Context: an optimization exercise on an open-source flow, tuned for small area, a short achievable clock period and few clock cycles per item. The choices shown serve that exercise and are no tape-out recipe.
No functional check of the RTL was part of any run shown here.

==> flow/design.v <==
module circ(clk,rst,buttonRight,buttonCenter,buttonLeft,inputMultiplier,inputMultiplicand,segments,anode_active,doneFlag);
    input wire clk;
    input wire rst;
    input wire buttonRight;
    input wire buttonCenter;
    input wire buttonLeft;
    input wire [7:0] inputMultiplier;
    input wire [7:0] inputMultiplicand;
    output reg [6:0] segments;
    output wire [3:0] anode_active;
    output wire doneFlag;
    wire sa = inputMultiplier[7];
    wire sb = inputMultiplicand[7];
    wire [6:0] a = inputMultiplier[6:0] ^ {7{sa}};
    wire [6:0] b = inputMultiplicand[6:0] ^ {7{sb}};
    wire minus = (sa & ~sb & |inputMultiplicand[6:0]) | (sb & ~sa & |inputMultiplier[6:0]);
    wire [6:0] alpha = a + {6'd0, sa};
    wire [6:0] beta = b + {6'd0, sb};
    wire fa = sa & ~|inputMultiplier[6:0];
    wire fb = sb & ~|inputMultiplicand[6:0];
    wire [48:0] pp;
    genvar gi, gj;
    generate for (gi = 0; gi < 7; gi = gi + 1) begin : g_pp
        for (gj = 0; gj < 7; gj = gj + 1) begin : g_ppj
            assign pp[gi*7+gj] = alpha[gi] & beta[gj];
        end
    end endgenerate
    wire t1 = pp[6] ^ pp[12];
    wire t2 = pp[6] & pp[12];
    wire t3 = pp[13] ^ pp[19];
    wire t4 = pp[13] & pp[19];
    wire t5 = pp[4] ^ pp[10];
    wire t6 = pp[4] & pp[10];
    wire t7 = pp[5] ^ pp[11] ^ pp[17];
    wire t8 = (pp[5] & pp[11]) | (pp[5] & pp[17]) | (pp[11] & pp[17]);
    wire t9 = pp[23] ^ pp[29];
    wire t10 = pp[23] & pp[29];
    wire t11 = pp[18] ^ pp[24] ^ pp[30];
    wire t12 = (pp[18] & pp[24]) | (pp[18] & pp[30]) | (pp[24] & pp[30]);
    wire t13 = pp[36] ^ pp[42] ^ t1;
    wire t14 = (pp[36] & pp[42]) | (pp[36] & t1) | (pp[42] & t1);
    wire t15 = pp[25] ^ pp[31] ^ pp[37];
    wire t16 = (pp[25] & pp[31]) | (pp[25] & pp[37]) | (pp[31] & pp[37]);
    wire t17 = pp[43] ^ t3 ^ t2;
    wire t18 = (pp[43] & t3) | (pp[43] & t2) | (t3 & t2);
    wire t19 = pp[20] ^ pp[26] ^ pp[32];
    wire t20 = (pp[20] & pp[26]) | (pp[20] & pp[32]) | (pp[26] & pp[32]);
    wire t21 = pp[38] ^ pp[44] ^ t4;
    wire t22 = (pp[38] & pp[44]) | (pp[38] & t4) | (pp[44] & t4);
    wire t23 = pp[27] ^ pp[33] ^ pp[39];
    wire t24 = (pp[27] & pp[33]) | (pp[27] & pp[39]) | (pp[33] & pp[39]);
    wire t25 = pp[3] ^ pp[9];
    wire t26 = pp[3] & pp[9];
    wire t27 = pp[16] ^ pp[22] ^ pp[28];
    wire t28 = (pp[16] & pp[22]) | (pp[16] & pp[28]) | (pp[22] & pp[28]);
    wire t29 = pp[35] ^ t7 ^ t9;
    wire t30 = (pp[35] & t7) | (pp[35] & t9) | (t7 & t9);
    wire t31 = t11 ^ t13 ^ t8;
    wire t32 = (t11 & t13) | (t11 & t8) | (t13 & t8);
    wire t33 = t15 ^ t17 ^ t12;
    wire t34 = (t15 & t17) | (t15 & t12) | (t17 & t12);
    wire t35 = t19 ^ t21 ^ t16;
    wire t36 = (t19 & t21) | (t19 & t16) | (t21 & t16);
    wire t37 = pp[45] ^ t23 ^ t20;
    wire t38 = (pp[45] & t23) | (pp[45] & t20) | (t23 & t20);
    wire t39 = pp[34] ^ pp[40] ^ pp[46];
    wire t40 = (pp[34] & pp[40]) | (pp[34] & pp[46]) | (pp[40] & pp[46]);
    wire t41 = pp[2] ^ pp[8];
    wire t42 = pp[2] & pp[8];
    wire t43 = pp[15] ^ pp[21] ^ t25;
    wire t44 = (pp[15] & pp[21]) | (pp[15] & t25) | (pp[21] & t25);
    wire t45 = t5 ^ t27 ^ t26;
    wire t46 = (t5 & t27) | (t5 & t26) | (t27 & t26);
    wire t47 = t6 ^ t29 ^ t28;
    wire t48 = (t6 & t29) | (t6 & t28) | (t29 & t28);
    wire t49 = t10 ^ t31 ^ t30;
    wire t50 = (t10 & t31) | (t10 & t30) | (t31 & t30);
    wire t51 = t14 ^ t33 ^ t32;
    wire t52 = (t14 & t33) | (t14 & t32) | (t33 & t32);
    wire t53 = t18 ^ t35 ^ t34;
    wire t54 = (t18 & t35) | (t18 & t34) | (t35 & t34);
    wire t55 = t22 ^ t37 ^ t36;
    wire t56 = (t22 & t37) | (t22 & t36) | (t37 & t36);
    wire t57 = t24 ^ t39 ^ t38;
    wire t58 = (t24 & t39) | (t24 & t38) | (t39 & t38);
    wire t59 = pp[41] ^ pp[47] ^ t40;
    wire t60 = (pp[41] & pp[47]) | (pp[41] & t40) | (pp[47] & t40);
    wire [12:0] ra = {pp[48], t59, t57, t55, t53, t51, t49, t47, t45, t43, pp[14], pp[1], pp[0]};
    wire [12:0] rb = {t60, t58, t56, t54, t52, t50, t48, t46, t44, t42, t41, pp[7], 1'b0};
    wire [13:0] ab;
    wire [12:0] cg0 = ra & rb;
    wire [12:0] cp0 = ra ^ rb;
    wire cg1_1 = cg0[1] | (cp0[1] & cg0[0]);
    wire cp1_1 = cp0[1] & cp0[0];
    wire cg1_3 = cg0[3] | (cp0[3] & cg0[2]);
    wire cp1_3 = cp0[3] & cp0[2];
    wire cg1_5 = cg0[5] | (cp0[5] & cg0[4]);
    wire cp1_5 = cp0[5] & cp0[4];
    wire cg1_7 = cg0[7] | (cp0[7] & cg0[6]);
    wire cp1_7 = cp0[7] & cp0[6];
    wire cg1_9 = cg0[9] | (cp0[9] & cg0[8]);
    wire cp1_9 = cp0[9] & cp0[8];
    wire cg1_11 = cg0[11] | (cp0[11] & cg0[10]);
    wire cp1_11 = cp0[11] & cp0[10];
    wire cg2_2 = cg0[2] | (cp0[2] & cg1_1);
    wire cp2_2 = cp0[2] & cp1_1;
    wire cg2_3 = cg1_3 | (cp1_3 & cg1_1);
    wire cp2_3 = cp1_3 & cp1_1;
    wire cg2_6 = cg0[6] | (cp0[6] & cg1_5);
    wire cp2_6 = cp0[6] & cp1_5;
    wire cg2_7 = cg1_7 | (cp1_7 & cg1_5);
    wire cp2_7 = cp1_7 & cp1_5;
    wire cg2_10 = cg0[10] | (cp0[10] & cg1_9);
    wire cp2_10 = cp0[10] & cp1_9;
    wire cg2_11 = cg1_11 | (cp1_11 & cg1_9);
    wire cp2_11 = cp1_11 & cp1_9;
    wire cg3_4 = cg0[4] | (cp0[4] & cg2_3);
    wire cp3_4 = cp0[4] & cp2_3;
    wire cg3_5 = cg1_5 | (cp1_5 & cg2_3);
    wire cp3_5 = cp1_5 & cp2_3;
    wire cg3_6 = cg2_6 | (cp2_6 & cg2_3);
    wire cp3_6 = cp2_6 & cp2_3;
    wire cg3_7 = cg2_7 | (cp2_7 & cg2_3);
    wire cp3_7 = cp2_7 & cp2_3;
    wire cg3_12 = cg0[12] | (cp0[12] & cg2_11);
    wire cp3_12 = cp0[12] & cp2_11;
    wire cg4_8 = cg0[8] | (cp0[8] & cg3_7);
    wire cp4_8 = cp0[8] & cp3_7;
    wire cg4_9 = cg1_9 | (cp1_9 & cg3_7);
    wire cp4_9 = cp1_9 & cp3_7;
    wire cg4_10 = cg2_10 | (cp2_10 & cg3_7);
    wire cp4_10 = cp2_10 & cp3_7;
    wire cg4_11 = cg2_11 | (cp2_11 & cg3_7);
    wire cp4_11 = cp2_11 & cp3_7;
    wire cg4_12 = cg3_12 | (cp3_12 & cg3_7);
    wire cp4_12 = cp3_12 & cp3_7;
    assign ab = {cg4_12, cp0[12] ^ cg4_11, cp0[11] ^ cg4_10, cp0[10] ^ cg4_9, cp0[9] ^ cg4_8, cp0[8] ^ cg3_7, cp0[7] ^ cg3_6, cp0[6] ^ cg3_5, cp0[5] ^ cg3_4, cp0[4] ^ cg2_3, cp0[3] ^ cg2_2, cp0[2] ^ cg1_1, cp0[1] ^ cg0[0], cp0[0]};
    wire [14:0] mag = {1'b0, ab} | (fa ? {fb, beta, 7'd0} : 15'd0) | (fb ? {fa, alpha, 7'd0} : 15'd0);
    wire dd1_0 = (mag[11] & ~mag[13]) | (~mag[11] & mag[12] & mag[13]);
    wire dd1_1 = (mag[11] & mag[12]) | (mag[12] & ~mag[13]);
    wire dd1_2 = (~mag[11] & ~mag[12] & mag[13]);
    wire dd1_3 = (mag[11] & mag[13]) | (mag[12] & mag[13]);
    wire dd2_0 = (mag[10] & ~dd1_1 & ~dd1_2) | (~mag[10] & dd1_2) | (~mag[10] & dd1_0 & dd1_1);
    wire dd2_1 = (dd1_0 & ~dd1_1) | (~mag[10] & dd1_2) | (mag[10] & dd1_0);
    wire dd2_2 = (mag[10] & dd1_2) | (~mag[10] & ~dd1_0 & dd1_1);
    wire dd2_3 = (dd1_2) | (mag[10] & dd1_1) | (dd1_0 & dd1_1);
    wire dd3_0 = (mag[9] & ~dd2_1 & ~dd2_2) | (~mag[9] & dd2_2) | (~mag[9] & dd2_0 & dd2_1);
    wire dd3_1 = (dd2_0 & ~dd2_1) | (~mag[9] & dd2_2) | (mag[9] & dd2_0);
    wire dd3_2 = (mag[9] & dd2_2) | (~mag[9] & ~dd2_0 & dd2_1);
    wire dd3_3 = (dd2_2) | (mag[9] & dd2_1) | (dd2_0 & dd2_1);
    wire dd4_0 = (mag[8] & ~dd3_1 & ~dd3_2) | (~mag[8] & dd3_2) | (~mag[8] & dd3_0 & dd3_1);
    wire dd4_1 = (dd3_0 & ~dd3_1) | (~mag[8] & dd3_2) | (mag[8] & dd3_0);
    wire dd4_2 = (mag[8] & dd3_2) | (~mag[8] & ~dd3_0 & dd3_1);
    wire dd4_3 = (dd3_2) | (mag[8] & dd3_1) | (dd3_0 & dd3_1);
    wire dd5_0 = (dd3_3 & ~dd1_3) | (dd2_3 & dd1_3);
    wire dd5_1 = (dd2_3 & ~dd1_3);
    wire dd5_2 = (~dd3_3 & ~dd2_3 & dd1_3);
    wire dd5_3 = (dd3_3 & dd1_3) | (dd2_3 & dd1_3);
    wire [8:0] mid_d = {dd5_3, dd5_2, dd5_1, dd5_0, dd4_3, dd4_2, dd4_1, dd4_0, mag[7]};
    wire [16:0] held = {mag[14], mid_d, mag[6:0]};
    reg [16:0] product;
    reg negative;
    reg done;
    reg [1:0] phase;
    reg [1:0] view;
    always @(posedge clk) begin
        if (buttonCenter) begin
            product <= held;
            negative <= minus;
        end
    end
    always @(posedge clk) done <= ~rst & (done | buttonCenter);
    assign doneFlag = done;
    always @(posedge clk) phase <= rst ? 2'd0 : phase + 2'd1;
    assign anode_active = ~(4'b0001 << phase);
    always @(posedge clk) begin
        if (buttonCenter) view <= 2'd0;
        else case (view)
            2'd0: if (buttonLeft) view <= 2'd1;
            2'd1: if (buttonLeft) view <= 2'd2; else if (buttonRight) view <= 2'd0;
            2'd2: if (buttonRight) view <= 2'd1;
            default: view <= view;
        endcase
    end
    wire dd6_0 = (product[7] & ~product[9] & ~product[10]) | (~product[7] & product[10]) | (~product[7] & product[8] & product[9]);
    wire dd6_1 = (product[8] & ~product[9]) | (~product[7] & product[10]) | (product[7] & product[8]);
    wire dd6_2 = (product[7] & product[10]) | (~product[7] & ~product[8] & product[9]);
    wire dd6_3 = (product[10]) | (product[7] & product[9]) | (product[8] & product[9]);
    wire dd7_0 = (product[11] & ~product[13] & ~product[14]) | (~product[11] & product[14]) | (~product[11] & product[12] & product[13]);
    wire dd7_1 = (product[12] & ~product[13]) | (~product[11] & product[14]) | (product[11] & product[12]);
    wire dd7_2 = (product[11] & product[14]) | (~product[11] & ~product[12] & product[13]);
    wire dd7_3 = (product[14]) | (product[11] & product[13]) | (product[12] & product[13]);
    wire dd8_0 = (product[6] & ~dd6_1 & ~dd6_2) | (~product[6] & dd6_2) | (~product[6] & dd6_0 & dd6_1);
    wire dd8_1 = (dd6_0 & ~dd6_1) | (~product[6] & dd6_2) | (product[6] & dd6_0);
    wire dd8_2 = (product[6] & dd6_2) | (~product[6] & ~dd6_0 & dd6_1);
    wire dd8_3 = (dd6_2) | (product[6] & dd6_1) | (dd6_0 & dd6_1);
    wire dd9_0 = (dd6_3 & ~dd7_1 & ~dd7_2) | (~dd6_3 & dd7_2) | (~dd6_3 & dd7_0 & dd7_1);
    wire dd9_1 = (dd7_0 & ~dd7_1) | (~dd6_3 & dd7_2) | (dd6_3 & dd7_0);
    wire dd9_2 = (dd6_3 & dd7_2) | (~dd6_3 & ~dd7_0 & dd7_1);
    wire dd9_3 = (dd7_2) | (dd6_3 & dd7_1) | (dd7_0 & dd7_1);
    wire dd10_0 = (product[5] & ~dd8_1 & ~dd8_2) | (~product[5] & dd8_2) | (~product[5] & dd8_0 & dd8_1);
    wire dd10_1 = (dd8_0 & ~dd8_1) | (~product[5] & dd8_2) | (product[5] & dd8_0);
    wire dd10_2 = (product[5] & dd8_2) | (~product[5] & ~dd8_0 & dd8_1);
    wire dd10_3 = (dd8_2) | (product[5] & dd8_1) | (dd8_0 & dd8_1);
    wire dd11_0 = (dd8_3 & ~dd9_1 & ~dd9_2) | (~dd8_3 & dd9_2) | (~dd8_3 & dd9_0 & dd9_1);
    wire dd11_1 = (dd9_0 & ~dd9_1) | (~dd8_3 & dd9_2) | (dd8_3 & dd9_0);
    wire dd11_2 = (dd8_3 & dd9_2) | (~dd8_3 & ~dd9_0 & dd9_1);
    wire dd11_3 = (dd9_2) | (dd8_3 & dd9_1) | (dd9_0 & dd9_1);
    wire dd12_0 = (dd9_3 & ~product[15]);
    wire dd12_1 = (dd7_3);
    wire dd12_2 = (~dd9_3 & product[15]);
    wire dd12_3 = (dd9_3 & product[15]);
    wire dd13_0 = (product[4] & ~dd10_1 & ~dd10_2) | (~product[4] & dd10_2) | (~product[4] & dd10_0 & dd10_1);
    wire dd13_1 = (dd10_0 & ~dd10_1) | (~product[4] & dd10_2) | (product[4] & dd10_0);
    wire dd13_2 = (product[4] & dd10_2) | (~product[4] & ~dd10_0 & dd10_1);
    wire dd13_3 = (dd10_2) | (product[4] & dd10_1) | (dd10_0 & dd10_1);
    wire dd14_0 = (dd10_3 & ~dd11_1 & ~dd11_2) | (~dd10_3 & dd11_2) | (~dd10_3 & dd11_0 & dd11_1);
    wire dd14_1 = (dd11_0 & ~dd11_1) | (~dd10_3 & dd11_2) | (dd10_3 & dd11_0);
    wire dd14_2 = (dd10_3 & dd11_2) | (~dd10_3 & ~dd11_0 & dd11_1);
    wire dd14_3 = (dd11_2) | (dd10_3 & dd11_1) | (dd11_0 & dd11_1);
    wire dd15_0 = (dd11_3 & ~dd12_1 & ~dd12_2) | (~dd11_3 & dd12_2) | (~dd11_3 & dd12_0 & dd12_1);
    wire dd15_1 = (dd12_0 & ~dd12_1) | (~dd11_3 & dd12_2) | (dd11_3 & dd12_0);
    wire dd15_2 = (dd11_3 & dd12_2) | (~dd11_3 & ~dd12_0 & dd12_1);
    wire dd15_3 = (dd12_2) | (dd11_3 & dd12_1) | (dd12_0 & dd12_1);
    wire dd16_0 = (product[3] & ~dd13_1 & ~dd13_2) | (~product[3] & dd13_2) | (~product[3] & dd13_0 & dd13_1);
    wire dd16_1 = (dd13_0 & ~dd13_1) | (~product[3] & dd13_2) | (product[3] & dd13_0);
    wire dd16_2 = (product[3] & dd13_2) | (~product[3] & ~dd13_0 & dd13_1);
    wire dd16_3 = (dd13_2) | (product[3] & dd13_1) | (dd13_0 & dd13_1);
    wire dd17_0 = (dd13_3 & ~dd14_1 & ~dd14_2) | (~dd13_3 & dd14_2) | (~dd13_3 & dd14_0 & dd14_1);
    wire dd17_1 = (dd14_0 & ~dd14_1) | (~dd13_3 & dd14_2) | (dd13_3 & dd14_0);
    wire dd17_2 = (dd13_3 & dd14_2) | (~dd13_3 & ~dd14_0 & dd14_1);
    wire dd17_3 = (dd14_2) | (dd13_3 & dd14_1) | (dd14_0 & dd14_1);
    wire dd18_0 = (dd14_3 & ~dd15_1 & ~dd15_2) | (~dd14_3 & dd15_2) | (~dd14_3 & dd15_0 & dd15_1);
    wire dd18_1 = (dd15_0 & ~dd15_1) | (~dd14_3 & dd15_2) | (dd14_3 & dd15_0);
    wire dd18_2 = (dd14_3 & dd15_2) | (~dd14_3 & ~dd15_0 & dd15_1);
    wire dd18_3 = (dd15_2) | (dd14_3 & dd15_1) | (dd15_0 & dd15_1);
    wire dd19_0 = (product[2] & ~dd16_1 & ~dd16_2) | (~product[2] & dd16_2) | (~product[2] & dd16_0 & dd16_1);
    wire dd19_1 = (dd16_0 & ~dd16_1) | (~product[2] & dd16_2) | (product[2] & dd16_0);
    wire dd19_2 = (product[2] & dd16_2) | (~product[2] & ~dd16_0 & dd16_1);
    wire dd19_3 = (dd16_2) | (product[2] & dd16_1) | (dd16_0 & dd16_1);
    wire dd20_0 = (dd16_3 & ~dd17_1 & ~dd17_2) | (~dd16_3 & dd17_2) | (~dd16_3 & dd17_0 & dd17_1);
    wire dd20_1 = (dd17_0 & ~dd17_1) | (~dd16_3 & dd17_2) | (dd16_3 & dd17_0);
    wire dd20_2 = (dd16_3 & dd17_2) | (~dd16_3 & ~dd17_0 & dd17_1);
    wire dd20_3 = (dd17_2) | (dd16_3 & dd17_1) | (dd17_0 & dd17_1);
    wire dd21_0 = (dd17_3 & ~dd18_1 & ~dd18_2) | (~dd17_3 & dd18_2) | (~dd17_3 & dd18_0 & dd18_1);
    wire dd21_1 = (dd18_0 & ~dd18_1) | (~dd17_3 & dd18_2) | (dd17_3 & dd18_0);
    wire dd21_2 = (dd17_3 & dd18_2) | (~dd17_3 & ~dd18_0 & dd18_1);
    wire dd21_3 = (dd18_2) | (dd17_3 & dd18_1) | (dd18_0 & dd18_1);
    wire dd22_0 = (product[1] & ~dd19_1 & ~dd19_2) | (~product[1] & dd19_2) | (~product[1] & dd19_0 & dd19_1);
    wire dd22_1 = (dd19_0 & ~dd19_1) | (~product[1] & dd19_2) | (product[1] & dd19_0);
    wire dd22_2 = (product[1] & dd19_2) | (~product[1] & ~dd19_0 & dd19_1);
    wire dd22_3 = (dd19_2) | (product[1] & dd19_1) | (dd19_0 & dd19_1);
    wire dd23_0 = (dd19_3 & ~dd20_1 & ~dd20_2) | (~dd19_3 & dd20_2) | (~dd19_3 & dd20_0 & dd20_1);
    wire dd23_1 = (dd20_0 & ~dd20_1) | (~dd19_3 & dd20_2) | (dd19_3 & dd20_0);
    wire dd23_2 = (dd19_3 & dd20_2) | (~dd19_3 & ~dd20_0 & dd20_1);
    wire dd23_3 = (dd20_2) | (dd19_3 & dd20_1) | (dd20_0 & dd20_1);
    wire dd24_0 = (dd20_3 & ~dd21_1 & ~dd21_2) | (~dd20_3 & dd21_2) | (~dd20_3 & dd21_0 & dd21_1);
    wire dd24_1 = (dd21_0 & ~dd21_1) | (~dd20_3 & dd21_2) | (dd20_3 & dd21_0);
    wire dd24_2 = (dd20_3 & dd21_2) | (~dd20_3 & ~dd21_0 & dd21_1);
    wire dd24_3 = (dd21_2) | (dd20_3 & dd21_1) | (dd21_0 & dd21_1);
    wire dd25_0 = (dd21_3 & ~dd15_3) | (dd12_3) | (~dd21_3 & dd18_3 & dd15_3);
    wire dd25_1 = (dd21_3 & dd18_3) | (dd12_3) | (dd18_3 & ~dd15_3);
    wire dd25_2 = (~dd21_3 & ~dd18_3 & dd15_3);
    wire dd25_3 = (dd21_3 & dd15_3) | (dd12_3) | (dd18_3 & dd15_3);
    wire [19:0] bcd14 = {1'b0, 1'b0, 1'b0, dd25_3, dd25_2, dd25_1, dd25_0, dd24_3, dd24_2, dd24_1, dd24_0, dd23_3, dd23_2, dd23_1, dd23_0, dd22_3, dd22_2, dd22_1, dd22_0, product[0]};
    wire [19:0] bcd = bcd14 | (product[16] ? 20'h16384 : 20'h0);
    wire [2:0] k = {1'b0, view} + {1'b0, phase};
    reg [3:0] digit;
    always @(*) begin
        case (k)
            3'd0: digit = bcd[3:0];
            3'd1: digit = bcd[7:4];
            3'd2: digit = bcd[11:8];
            3'd3: digit = bcd[15:12];
            default: digit = bcd[19:16];
        endcase
    end
    always @(*) begin
        if (phase == 2'd3) segments = negative ? 7'b1111110 : 7'b1111111;
        else case (digit)
            4'd0: segments = 7'b0000001;
            4'd1: segments = 7'b1001111;
            4'd2: segments = 7'b0010010;
            4'd3: segments = 7'b0000110;
            4'd4: segments = 7'b1001100;
            4'd5: segments = 7'b0100100;
            4'd6: segments = 7'b0100000;
            4'd7: segments = 7'b0001111;
            4'd8: segments = 7'b0000000;
            default: segments = 7'b0000100;
        endcase
    end
endmodule
==> flow/flow/run.sh <==
#!/bin/bash
# Standard layout with three changes: stronger port buffers, full adders left
# to ABC instead of fixed adder cells, and an ABC mapping script with a real
# delay target (the ORFS area script has none); the post-CTS timing repair
# aims for extra setup slack.
set -euo pipefail
cp -r "$FLOW_HOME/scripts" scripts_abc
cat > scripts_abc/abc_area.script <<'EOS'
strash
dc2
dch
map -D 4000
topo
stime -c
buffer -c
upsize -c -D 4000
dnsize -c -D 4000
EOS
export SCRIPTS_DIR="$PWD/scripts_abc"
export ADDER_MAP_FILE=
export BUFFER_PORTS_ARGS="-buffer_cell sky130_fd_sc_hd__buf_2"
# timing repair after clock-tree synthesis aims for 6.4 ns of extra setup slack
SETUP_SLACK_MARGIN=6.4 bash standard.sh cts > standard_flow_to_cts.log 2>&1
bash standard.sh > standard_flow.log 2>&1
==> flow/standard.sh <==
#!/bin/bash
# synth_recipe.tcl (not shown) runs the flow's synth.tcl, then flattens the netlist and writes it again
# the make line also repeats each setting of config.mk as NAME=value (left out here)
make -C /OpenROAD-flow-scripts/flow DESIGN_CONFIG=/design/flow/config.mk WORK_HOME=/design/flow/orfs CLKGATE_MAP_FILE= SYNTH_SCRIPT=/design/flow/synth_recipe.tcl "${@:-finish}"
==> flow/config.mk <==
export PLATFORM = sky130hd
export DESIGN_NAME = circ
export DESIGN_NICKNAME = circ
export VERILOG_FILES = /design/flow/design.v
export SDC_FILE = /design/flow/constraint.sdc
export NUM_CORES = 4
export LEC_CHECK = 0
export ABC_AREA = 1
export CAP_MARGIN = 20
export CORE_MARGIN = 2
export CORE_UTILIZATION = 70
export SLEW_MARGIN = 20
==> flow/constraint.sdc <==
create_clock -name core_clock -period 14.0 [get_ports {clk}]
set_input_delay 2.8000 -clock core_clock [delete_from_list [all_inputs] [get_ports {clk}]]
set_output_delay 2.8000 -clock core_clock [all_outputs]
set_load 0.01 [all_outputs]
==> flow_metrics.env, run 1 <==
export IMPL_status="complete, no violations"
export IMPL_drt_pass1_iterations=7
export IMPL_grt_max_degree=22
export IMPL_cts_max_path_buffers=2
export IMPL_nets=831
export IMPL_fill_cells=504
export IMPL_final_max_slew_violation_count=0
export IMPL_arrival_ns=4.93
export IMPL_grt_overflow=0
export IMPL_synth_edf_count=18
export IMPL_cts_root_buf="clkbuf_8"
export IMPL_slew_headroom_pct=60.5
export IMPL_fin_crit_sh_pct=55.2
export IMPL_worst_pin_slew_ns=0.587
export IMPL_core_mm2=0.00599
export IMPL_clk_pin_slew_ns=0.08
export IMPL_clock_fmax_mhz=129
export IMPL_cp_buffers_inverters=9
export IMPL_place_port_buffers=32
export IMPL_fin_crit_ns=7.73
export IMPL_cpLargestDelayFamily="compound AO/OA/AOI/OAI gates"
export IMPL_syn2layout_area_growth_pct=6.30
export IMPL_synth_warnings=1
export IMPL_drt_iter0_drc=343
export IMPL_grt_pass1_wl_um=18900
export IMPL_ys_top_cells_by_count="190 x nand2_1, 121 x inv_1, 114 x nor2_1"
export IMPL_synth_top_cell_by_area="nand2_1"
export IMPL_min_path_type="flop to flop"
export IMPL_cp_common_cell="inv_1"
export IMPL_fin_setup_tns_ns=0
export IMPL_endpoint_kind="primary output"
export IMPL_ys_types=56
export IMPL_rows=28
export IMPL_critPathMaxFanout=5
export IMPL_die_width_um=83.4
export IMPL_finalWeightedCongestion=0.940
export IMPL_yosysMostFrequentCell="nand2_1"
export IMPL_via_per_inst=5.82
export IMPL_postLayoutCoreUtil_pct=78.3
export IMPL_clock_latency_ns=0.27
export IMPL_skew_ns=0.00129
export IMPL_synth_top_area_share_pct=16.2
export IMPL_rsz0062_at_grt="no"
export IMPL_post_cts_buffers=0
export IMPL_antenna_found_initial=0
export IMPL_place_detailed_hpwl_um=8970
export IMPL_drt_drc_violations_left=0
export IMPL_htree_levels=1
export IMPL_synth_top_family_by_area="simple AND/OR/NAND/NOR gates"
export IMPL_wirelength_um=11000
export IMPL_ioPinCount=33
export IMPL_start_util_pct=73.6
export IMPL_synth_compound_area_share_pct=22.9
export IMPL_drive_gt1_share_pct=12.1
export IMPL_wl_per_cell_um=12.5
export IMPL_avgSynthCellArea_um2=5.67
export IMPL_synth_xor_area_share_pct=9.78
export IMPL_drtAntennaViolNets=0
export IMPL_synth_area_mm2=0.00441
export IMPL_grt_pass1_vias=4713
export IMPL_synth_area_top_cells="nand2_1 16%, edfxtp_1 12%, inv_1 10%"
export IMPL_ys_ff_latch=23
export IMPL_postCtsHoldBufs=0
export IMPL_synth_simple_gate_area_share_pct=40.4
export IMPL_cts_tree="built"
export IMPL_post_cts_resized=5
export IMPL_crit_required_ns=11.20
export IMPL_synthMuxAreaShare_pct=0
export IMPL_grt_use_total_pct=31.2
export IMPL_slowest_stage="edfxtp_1"
export IMPL_synth_adder_area_share_pct=0.454
export IMPL_start_kind="flop"
export IMPL_critical_path_class="flop to primary output"
export IMPL_slowest_delay_ns=0.45
export IMPL_synth_net_count=799
export IMPL_cts_sinks=23
export IMPL_yosysSeqAreaShare_pct=14.5
export IMPL_num_vias=5148
export IMPL_numCtsBuffers=3
export IMPL_fin_ws_ns=6.27
export IMPL_async_flop_share_pct=0
export IMPL_maxCapViolCount=0
export IMPL_synthFlopType="edfxtp_1"
export IMPL_dieArea_mm2=0.00695
export IMPL_synth_cells=778
export IMPL_final_hold_viol_count=0
export IMPL_pre_cts_ws_ns=6.21
export IMPL_die_h_um=83.4
export IMPL_setup_viol=0
export IMPL_antenna_cells=0
sequential cells by signal, indices dropped and copies added (netlist names):
name and count:
product 17, negative 1, view 2, phase 2
done 1
final cells by class:
cell class / count / area (um2) / share of cell area (%)
clock buffer: 3 / 41.3 / 0.880
clock inverter: 1 / 5.00 / 0.107
inverter: 132 / 495 / 10.6
multi-input combinational: 618 / 3250 / 69.4
sequential: 23 / 641 / 13.7
tap: 75 / 93.8 / 2.00
timing repair buffer: 32 / 160 / 3.42
worst paths after layout:
kind,startpoint,endpoint,slack [ns],cells after the start
setup / recovery,product[7]$_DFFE_PP_,segments[3],6.27,31
setup reg to reg,view[0]$_SDFFE_PP0P_,view[0]$_SDFFE_PP0P_,12.94,5
hold / removal,phase[0]$_SDFF_PP0_,phase[0]$_SDFF_PP0_,0.50,1
hold reg to reg,phase[0]$_SDFF_PP0_,phase[0]$_SDFF_PP0_,0.50,1
cell families after synthesis:
group / Yosys count
simple gates: 409
compound gates: 162
buf+inv: 137
xor+xnor: 45
flops: 23
fa+ha+maj: 2
cell usage in the layout (no fill, tap or decap), types with 4 or more instances in the layout:
cell type / count
nand2_1: 190
inv_1: 121
nor2_1: 114
a21oi_1: 47
o21ai_0: 45
nand3_1: 43
buf_2: 32
xor2_1: 24
o22ai_1: 18
edfxtp_1: 18
xnor2_1: 16
nor3_1: 12
nand2_2: 11
or2_1: 9
o21ai_1: 8
or2_2: 8
inv_2: 8
a21boi_0: 5
o21ai_2: 5
nor2_2: 5
xor2_2: 5
dfxtp_1: 5
a22oi_1: 4
layer usage:
metal,global-route usage (%),wire (um),vias to the layer above
li1,-,-,2588
met3,1.39,554,38
met1,33.8,4400,2281
met5,0,0,-
met2,62.8,5800,241
met4,11.3,285,0
worst reg2reg max path: cells and delay by family, from the launching register on:
family / cells / cell delay (ns)
AND/OR/NAND/NOR: 2 / 0.14
AO/OA/AOI/OAI: 2 / 0.26
buffers and inverters: 1 / 0.09
flip-flops: 1 / 0.44
per-stage QoR:
step                cells  hold slack, ns  instance area (um2)
floorplan             778           0.448                 4410
detailed placement    880           0.481                 4630
global placement      880           0.444                 4630
global route          884           0.520                 4690
CTS                   884           0.498                 4690
finish                884           0.500                 4690
==> run 2, diff against run 1 <==
--- a/flow/design.v
+++ b/flow/design.v
@@ -156,8 +156,16 @@
     wire dd5_1 = (dd2_3 & ~dd1_3);
     wire dd5_2 = (~dd3_3 & ~dd2_3 & dd1_3);
     wire dd5_3 = (dd3_3 & dd1_3) | (dd2_3 & dd1_3);
-    wire [8:0] mid_d = {dd5_3, dd5_2, dd5_1, dd5_0, dd4_3, dd4_2, dd4_1, dd4_0, mag[7]};
-    wire [16:0] held = {mag[14], mid_d, mag[6:0]};
+    wire dd6_0 = (mag[7] & ~dd4_1 & ~dd4_2) | (~mag[7] & dd4_2) | (~mag[7] & dd4_0 & dd4_1);
+    wire dd6_1 = (dd4_0 & ~dd4_1) | (~mag[7] & dd4_2) | (mag[7] & dd4_0);
+    wire dd6_2 = (mag[7] & dd4_2) | (~mag[7] & ~dd4_0 & dd4_1);
+    wire dd6_3 = (dd4_2) | (mag[7] & dd4_1) | (dd4_0 & dd4_1);
+    wire dd7_0 = (dd4_3 & ~dd5_1 & ~dd5_2) | (~dd4_3 & dd5_2) | (~dd4_3 & dd5_0 & dd5_1);
+    wire dd7_1 = (dd5_0 & ~dd5_1) | (~dd4_3 & dd5_2) | (dd4_3 & dd5_0);
+    wire dd7_2 = (dd4_3 & dd5_2) | (~dd4_3 & ~dd5_0 & dd5_1);
+    wire dd7_3 = (dd5_2) | (dd4_3 & dd5_1) | (dd5_0 & dd5_1);
+    wire [9:0] mid_d = {dd5_3, dd7_3, dd7_2, dd7_1, dd7_0, dd6_3, dd6_2, dd6_1, dd6_0, mag[6]};
+    wire [16:0] held = {mag[14], mid_d, mag[5:0]};
     reg [16:0] product;
     reg negative;
     reg done;
@@ -182,22 +190,14 @@
             default: view <= view;
         endcase
     end
-    wire dd6_0 = (product[7] & ~product[9] & ~product[10]) | (~product[7] & product[10]) | (~product[7] & product[8] & product[9]);
-    wire dd6_1 = (product[8] & ~product[9]) | (~product[7] & product[10]) | (product[7] & product[8]);
-    wire dd6_2 = (product[7] & product[10]) | (~product[7] & ~product[8] & product[9]);
-    wire dd6_3 = (product[10]) | (product[7] & product[9]) | (product[8] & product[9]);
-    wire dd7_0 = (product[11] & ~product[13] & ~product[14]) | (~product[11] & product[14]) | (~product[11] & product[12] & product[13]);
-    wire dd7_1 = (product[12] & ~product[13]) | (~product[11] & product[14]) | (product[11] & product[12]);
-    wire dd7_2 = (product[11] & product[14]) | (~product[11] & ~product[12] & product[13]);
-    wire dd7_3 = (product[14]) | (product[11] & product[13]) | (product[12] & product[13]);
-    wire dd8_0 = (product[6] & ~dd6_1 & ~dd6_2) | (~product[6] & dd6_2) | (~product[6] & dd6_0 & dd6_1);
-    wire dd8_1 = (dd6_0 & ~dd6_1) | (~product[6] & dd6_2) | (product[6] & dd6_0);
-    wire dd8_2 = (product[6] & dd6_2) | (~product[6] & ~dd6_0 & dd6_1);
-    wire dd8_3 = (dd6_2) | (product[6] & dd6_1) | (dd6_0 & dd6_1);
-    wire dd9_0 = (dd6_3 & ~dd7_1 & ~dd7_2) | (~dd6_3 & dd7_2) | (~dd6_3 & dd7_0 & dd7_1);
-    wire dd9_1 = (dd7_0 & ~dd7_1) | (~dd6_3 & dd7_2) | (dd6_3 & dd7_0);
-    wire dd9_2 = (dd6_3 & dd7_2) | (~dd6_3 & ~dd7_0 & dd7_1);
-    wire dd9_3 = (dd7_2) | (dd6_3 & dd7_1) | (dd7_0 & dd7_1);
+    wire dd8_0 = (product[6] & ~product[8] & ~product[9]) | (~product[6] & product[9]) | (~product[6] & product[7] & product[8]);
+    wire dd8_1 = (product[7] & ~product[8]) | (~product[6] & product[9]) | (product[6] & product[7]);
+    wire dd8_2 = (product[6] & product[9]) | (~product[6] & ~product[7] & product[8]);
+    wire dd8_3 = (product[9]) | (product[6] & product[8]) | (product[7] & product[8]);
+    wire dd9_0 = (product[10] & ~product[12] & ~product[13]) | (~product[10] & product[13]) | (~product[10] & product[11] & product[12]);
+    wire dd9_1 = (product[11] & ~product[12]) | (~product[10] & product[13]) | (product[10] & product[11]);
+    wire dd9_2 = (product[10] & product[13]) | (~product[10] & ~product[11] & product[12]);
+    wire dd9_3 = (product[13]) | (product[10] & product[12]) | (product[11] & product[12]);
     wire dd10_0 = (product[5] & ~dd8_1 & ~dd8_2) | (~product[5] & dd8_2) | (~product[5] & dd8_0 & dd8_1);
     wire dd10_1 = (dd8_0 & ~dd8_1) | (~product[5] & dd8_2) | (product[5] & dd8_0);
     wire dd10_2 = (product[5] & dd8_2) | (~product[5] & ~dd8_0 & dd8_1);
@@ -207,7 +207,7 @@
     wire dd11_2 = (dd8_3 & dd9_2) | (~dd8_3 & ~dd9_0 & dd9_1);
     wire dd11_3 = (dd9_2) | (dd8_3 & dd9_1) | (dd9_0 & dd9_1);
     wire dd12_0 = (dd9_3 & ~product[15]);
-    wire dd12_1 = (dd7_3);
+    wire dd12_1 = (product[14]);
     wire dd12_2 = (~dd9_3 & product[15]);
     wire dd12_3 = (dd9_3 & product[15]);
     wire dd13_0 = (product[4] & ~dd10_1 & ~dd10_2) | (~product[4] & dd10_2) | (~product[4] & dd10_0 & dd10_1);
==> flow_metrics.env, run 2 <==
export IMPL_final_cell_mix="182 x nand2_1, 120 x nor2_1, 114 x inv_1"
export IMPL_rsz0062_at_grt="no"
export IMPL_drt_pass1_iterations=7
export IMPL_avgSynthCellArea_um2=5.78
export IMPL_grt_overflow=0
export IMPL_core_mm2=0.00631
export IMPL_ys_types=60
export IMPL_clock_latency_ns=0.27
export IMPL_status="complete, no violations"
export IMPL_critical_path_class="primary input to flop"
export IMPL_start_util_pct=72.0
export IMPL_place_detailed_hpwl_um=9540
export IMPL_ioPinCount=33
export IMPL_r2r_end="view[0]$_SDFFE_PP0P_"
export IMPL_largest_reg_flops=17
export IMPL_drt_iter0_drc=287
export IMPL_synth_edf_count=18
export IMPL_synthFlopType="edfxtp_1"
export IMPL_cts_tree="built"
export IMPL_fill_cells=526
export IMPL_slowest_stage="a31oi_2"
export IMPL_critPathMaxFanout=8
export IMPL_numCtsBuffers=3
export IMPL_dieArea_mm2=0.00716
export IMPL_fin_setup_tns_ns=0
export IMPL_skew_ns=0.00119
export IMPL_ys_ff_latch=23
export IMPL_ys_top_cells_by_count="182 x nand2_1, 120 x nor2_1, 114 x inv_1"
export IMPL_cts_max_path_buffers=2
export IMPL_cp_common_cell="nand2_2"
export IMPL_ff2ff_path_depth=5
export IMPL_async_flop_share_pct=0
export IMPL_rows=29
export IMPL_slowest_delay_ns=0.31
export IMPL_via_per_inst=5.90
export IMPL_final_hold_viol_count=0
export IMPL_dp_cells=893
export IMPL_wl_per_cell_um=13.0
export IMPL_synth_top_area_share_pct=15.0
export IMPL_nets=842
export IMPL_grt_use_total_pct=32.9
export IMPL_num_vias=5295
export IMPL_hold_end="phase[0]$_SDFF_PP0_"
export IMPL_start_kind="primary input"
export IMPL_final_max_slew_violation_count=0
export IMPL_drtAntennaViolNets=0
export IMPL_die_h_um=84.6
export IMPL_syn2layout_area_growth_pct=6.16
export IMPL_rrSetupSlack_ns=12.94
export IMPL_hold_worst_slack_ns=0.490
export IMPL_clk_pin_slew_ns=0.09
export IMPL_crit_start="inputMultiplicand[0]"
export IMPL_place_port_buffers=32
export IMPL_min_path_cells=1
export IMPL_final_cell_area_mm2=0.00483
export IMPL_hp_start="phase[0]$_SDFF_PP0_"
export IMPL_min_path_type="flop to flop"
export IMPL_fin_crit_ns=7.67
export IMPL_drive_gt1_share_pct=14.1
export IMPL_htree_levels=1
export IMPL_maxCapViolCount=0
export IMPL_slew_headroom_pct=62.7
export IMPL_endpoint_kind="flop"
export IMPL_fin_crit_sh_pct=54.8
export IMPL_antenna_found_initial=0
export IMPL_multi_input_area_mm2=0.00340
export IMPL_grt_pass1_wl_um=20100
export IMPL_regMostFlops="product"
export IMPL_layout_cells_non_filler=897
export IMPL_reg2reg_from="view[0]$_SDFFE_PP0P_"
export IMPL_wirelength_um=11700
export IMPL_drt_drc_violations_left=0
export IMPL_synth_warnings=1
export IMPL_clock_fmax_mhz=130
export IMPL_antenna_cells=0
export IMPL_grt_pass1_vias=5071
export IMPL_ff_latch_area_um2=641
export IMPL_yosysSeqAreaShare_pct=14.1
export IMPL_final_common_cell="nand2_1"
export IMPL_synth_cells=787
export IMPL_post_cts_buffers=0
export IMPL_arrival_ns=7.69
export IMPL_grt_max_degree=22
export IMPL_die_width_um=84.6
export IMPL_setup_viol=0
export IMPL_reg_top3="product (17), phase (2), view (2)"
export IMPL_worst_pin_slew_ns=0.560
export IMPL_cts_root_buf="clkbuf_8"
export IMPL_dpl_cell_area_mm2=0.00478
export IMPL_synth_top_cell_by_area="nand2_1"
export IMPL_synth_net_count=808
export IMPL_cts_sinks=23
export IMPL_finalWeightedCongestion=0.941
export IMPL_yosysMostFrequentCell="nand2_1"
export IMPL_crit_required_ns=14.02
export IMPL_synth_area_top_cells="nand2_1 15%, edfxtp_1 12%, nor2_1 9.9%"
export IMPL_synth_area_mm2=0.00455
## run 2: changes by cell type after synthesis, moves of 4 or more
cell	previous run	this run
nor2_1	114	120
nor2_2	5	9
nor3_1	14	8
o21ai_0	47	34
inv_1	121	114
a21oi_1	47	42
a31oi_1	3	9
nand2_1	190	182
xor2_1	24	30
nand4_1	0	9
nand2_2	11	16
inv_2	8	13
## run 2: worst max-delay path: cells and delay by family
| kind | cells | cell delay, ns |
|---|---|---|
| buf+inv | 1 | 0.17 |
| compound gates | 9 | 1.53 |
| xor+xnor | 5 | 0.96 |
| simple gates | 20 | 2.22 |
## run 2: cell families after synthesis
logic type | after synthesis | synth area share, %
fa+ha+maj | 1 | 0.248
xor+xnor | 50 | 10.5
compound gates | 158 | 22.0
flops | 23 | 14.1
buf+inv | 132 | 11.2
simple gates | 423 | 42.0
## run 2: layout make-up
| cell class | count | share of cell area [%] |
|---|---|---|
| Sequential cell | 23 | 13.3 |
| Tap cell | 77 | 2.00 |
| Clock buffer | 3 | 0.855 |
| Timing Repair Buffer | 32 | 3.32 |
| Clock inverter | 1 | 0.104 |
| Multi-Input combinational cell | 632 | 70.4 |
| Inverter | 129 | 10.0 |
## run 2: layer usage
metal	GRT usage (%)	share of wire, %	wire length, um
met2	65.9	54	6250
met1	34.7	39	4520
met5	0	0	0
met3	1.77	4.4	514
met4	14.9	3.2	370
## run 2: how the worst max path moves through the flow
| stage | to | slack (ns) | cells after the start |
|---|---|---|---|
| global placement | product[9]$_DFFE_PP_ | 6.26 | 36 |
| floorplan | product[9]$_DFFE_PP_ | 6.78 | 37 |
| detailed placement | product[9]$_DFFE_PP_ | 6.03 | 36 |
| finish | product[9]$_DFFE_PP_ | 6.33 | 35 |
| CTS | product[9]$_DFFE_PP_ | 6.40 | 36 |
| global route | product[12]$_DFFE_PP_ | 5.81 | 37 |
## run 2: timing repair
item / CTS / global route
endpoints found under the setup margin: 4 / 0
hold buffers: 0 / 0
gates resized for setup: 1 / 0
hold endpoints to repair: 0 / 0
## run 2: stage by stage
stage	setup WS, ns	util (%)
after floorplan	6.78	-
after detailed placement	6.03	75.7
final	6.33	76.5
after global placement	6.26	75.7
after global routing	5.81	76.5
after CTS	6.40	76.5

-- separate check: timing with driven ports --
The results above use ideal ports. As a check the final layouts listed here were re-extracted and re-timed, cells and wires unchanged.
Step 1 assumes that a clkbuf_16 drives the clock port and a buf_2 every other input.
Step 2 times the ports against the registers' clock, not the clock port: input delays grow and output delays shrink by t, the midpoint of the rising clock arrivals with the driver on.
Three values: ideal ports, drivers, drivers and shift; two values: the first two.
| run | t, ns | slack for setup (ns) | clock arrival spread, ns |
|---|---|---|---|
| run 1 | 0.290 | 6.269 / 6.243 / 6.154 | 0.005 / 0.004 |
| run 2 | 0.297 | 6.330 / 6.340 / 6.042 | 0.003 / 0.003 |
After both steps every run listed still meets setup and hold. For run 2, which loses most, drivers alone change the setup slack by +0.010 ns; drivers and shift together by -0.288 ns.
